This design comes from an exercise in tuning for small area, a short achievable clock period and few clock cycles on the open sky130 flow, not from production work. Function was checked by simulation only, so behaviour that the tests miss may differ from the original. Power is estimated from default activity; no workload was simulated.

## v31
// alu_top
module alu_top (
    input  wire        clk,
    input  wire        rst,
    input  wire        in_valid,
    output wire        in_ready,
    input  wire [31:0] a,
    input  wire [31:0] b,
    input  wire [4:0]  op,
    input  wire        signed_op,
    output reg         out_valid,
    output reg  [31:0] y,
    output reg         zero,
    output reg         carry,
    output reg         overflow,
    output reg         negative,
    output reg         parity
);
export LEC_CHECK = 0
export ABC_AREA = 1
export CAP_MARGIN = 20
export CORE_MARGIN = 2
export CORE_UTILIZATION = 55
export GPL_TIMING_DRIVEN = 0
export PLACE_DENSITY = 0.7
export SLEW_MARGIN = 20
create_clock -name core_clock -period 100.0 [get_ports {clk}]
standard.sh (not shown) runs the stock make flow with config.mk's settings and CLKGATE_MAP_FILE= SYNTH_SCRIPT=/design/flow/synth_recipe.tcl, a recipe that flattens the netlist after the stock synthesis.
==> flow/flow/run.sh <==
#!/bin/bash
# The standard layout (standard.sh), with the port buffers that
# buffer_ports inserts made sky130_fd_sc_hd__buf_1 instead of its default
# pick. Each ORFS step keeps its own log under orfs/logs; the make output
# goes to standard.log.
set -euo pipefail
bash standard.sh BUFFER_PORTS_ARGS="-buffer_cell sky130_fd_sc_hd__buf_1" finish > standard.log 2>&1
In summary, v31 completed successfully, with a layout that passed the timing, DRC and antenna checks.
Testbench counts of v31, summed over its fixed seeds: cycles 20,987.
Relative to v31, the following input files were edited for v20:
Settings: clearing GPL_TIMING_DRIVEN, which used to be 0.
==> flow/run.sh (new file) <==
#!/bin/bash
# synth_recipe.tcl (not shown) runs the flow's synth.tcl, then flattens the netlist and writes it again
# the make line also repeats each setting of config.mk as NAME=value (left out here)
make -C /OpenROAD-flow-scripts/flow DESIGN_CONFIG=/design/flow/config.mk WORK_HOME=/design/flow/orfs CLKGATE_MAP_FILE= SYNTH_SCRIPT=/design/flow/synth_recipe.tcl finish
removed: flow/flow/run.sh
removed: flow/standard.sh
--- outcome ---
~same clock latency on the worst-skew pair in v20 and v31. | minimum clock period | v20 vs v31 | 0.33 ns higher |. On final worst clock skew, v20 and v31 are neck and neck. | overall routed net length | v20 vs v31 | about 7% lower |. The final hold slack of v20 was superior to that of v31. Compared v20 vs v31, and count of cell instances traversed by the critical path is down in v20. v20 against v31: minimum setup slack in the final design now sits lower, part of the power in combinational logic now sits lower.
## Diff of input files: v38 against v20
Settings: changing PLACE_DENSITY from 0.7 to 0.6; changing CORE_UTILIZATION from 55 to 40.
==> flow/flow/run.sh (new file) <==
#!/bin/bash
# The standard layout (standard.sh), with the port buffers that
# buffer_ports inserts made sky130_fd_sc_hd__buf_1 instead of its default
# pick. Each ORFS step keeps its own log under orfs/logs; the make output
# goes to standard.log.
set -euo pipefail
bash standard.sh BUFFER_PORTS_ARGS="-buffer_cell sky130_fd_sc_hd__buf_1" finish > standard.log 2>&1
==> flow/standard.sh (new file) <==
#!/bin/bash
# synth_recipe.tcl (not shown) runs the flow's synth.tcl, then flattens the netlist and writes it again
# the make line also repeats each setting of config.mk as NAME=value (left out here)
make -C /OpenROAD-flow-scripts/flow DESIGN_CONFIG=/design/flow/config.mk WORK_HOME=/design/flow/orfs CLKGATE_MAP_FILE= SYNTH_SCRIPT=/design/flow/synth_recipe.tcl "${@:-finish}"
removed: flow/run.sh
--- outcome ---
- Compared to v20, v38 has clock skew 0.0080 ns higher.
- Layout filler cell count, v38 vs v20: up by more than half
- Number of buffers other than clock buffers in the final layout down 3 in v38 wrt v20
- On placeable core area, v20 beats v38.
For v32, these inputs were changed with respect to v38:
Settings: putting CTS_CLUSTER_DIAMETER at 80 where nothing was set; putting CTS_CLUSTER_SIZE at 40 where nothing was set; swapping 0.6 for 0.7 in PLACE_DENSITY; swapping 40 for 55 in CORE_UTILIZATION.
==> run notes <==
v32 ran to completion and came out clean on the timing, DRC and antenna checks.
Against v38, v32 comes in 0.029 ns lower on worst setup slack.
Of v32 and v38, v32 shows the lower max-slew headroom at the worst pin, with v38 above it.
The higher number of global-route vias before repair of v32 and v38 is in v32.
Relative to v38, v32 improves design area.
Width of the die: higher on v38
When v32 is set beside v38, its total global-route track usage turns out to be 13 points larger.
Delta (v32 minus v38): worst-case register-to-register setup slack moved up, post-place setup slack moved up.
The inputs of v29 differ from those of v32 as listed below.
Settings: CTS_CLUSTER_SIZE: 40 -> unset; CTS_CLUSTER_DIAMETER: 80 -> unset.
==> flow/flow/run.sh <==
#!/bin/bash
set -e
cp standard.sh standard.sh.txt
cp config.mk config.mk.txt
bash standard.sh > standard.log 2>&1
[summary]
v29 vs. v32: final critical-path setup slack now sits lower; number of placed cells counting well taps now sits at about the same level; global-route wire length before repair +about 1.4%; global-route usage picked up an extra 0.99 points.
STATUS worst hold slack across all endpoints: v29 wins against v32
In terms of final cell count, v32 and v29 differ only marginally.
From v32 to v29 the numbers moved as follows: sequential share of layout area went down 0.55 points; depth of the critical timing path with buffers and inverters included was more or less identical; number of clock buffers in the layout climbed 1; wire length picked up an extra about 2.5%.
Growth of design area from synthesis to finish is lower on v32

-- afterwards: timing with drivers on the ports --
How much do the figures lean on ideal ports? The routed layouts below were timed once more, with nothing changed but the port constraints. Step 1 assumes that a clkbuf_16 drives the clock port and a buf_2 every other input. Step 2, shift: input delay + t, output delay - t, t = (earliest + latest rising clock arrival at the registers) / 2. This alone moves slack from input paths to output paths. a / b / c = ideal / step 1 / step 2; a / b = the first two.
run | t (ns) | slack for setup (ns) | worst setup path at the end | worst slew at a driven data input, ns | cell pins on the clock port's net
v31 | 0.571 | 78.918 / 78.854 / 78.810 | input to register | 0.03 | 1
v20 | 0.565 | 78.586 / 78.525 / 78.476 | input to register | 0.05 | 1
v38 | 0.577 | 79.006 / 78.949 / 78.594 | input to register | 0.05 | 1
v32 | 0.569 | 78.977 / 78.915 / 78.834 | input to register | 0.05 | 1
v29 | 0.565 | 78.586 / 78.525 / 78.476 | input to register | 0.05 | 1
After both steps every run listed still meets setup and hold. The setup slack of v38, which loses most, moves by -0.057 ns with the drivers and by -0.412 ns with both steps.
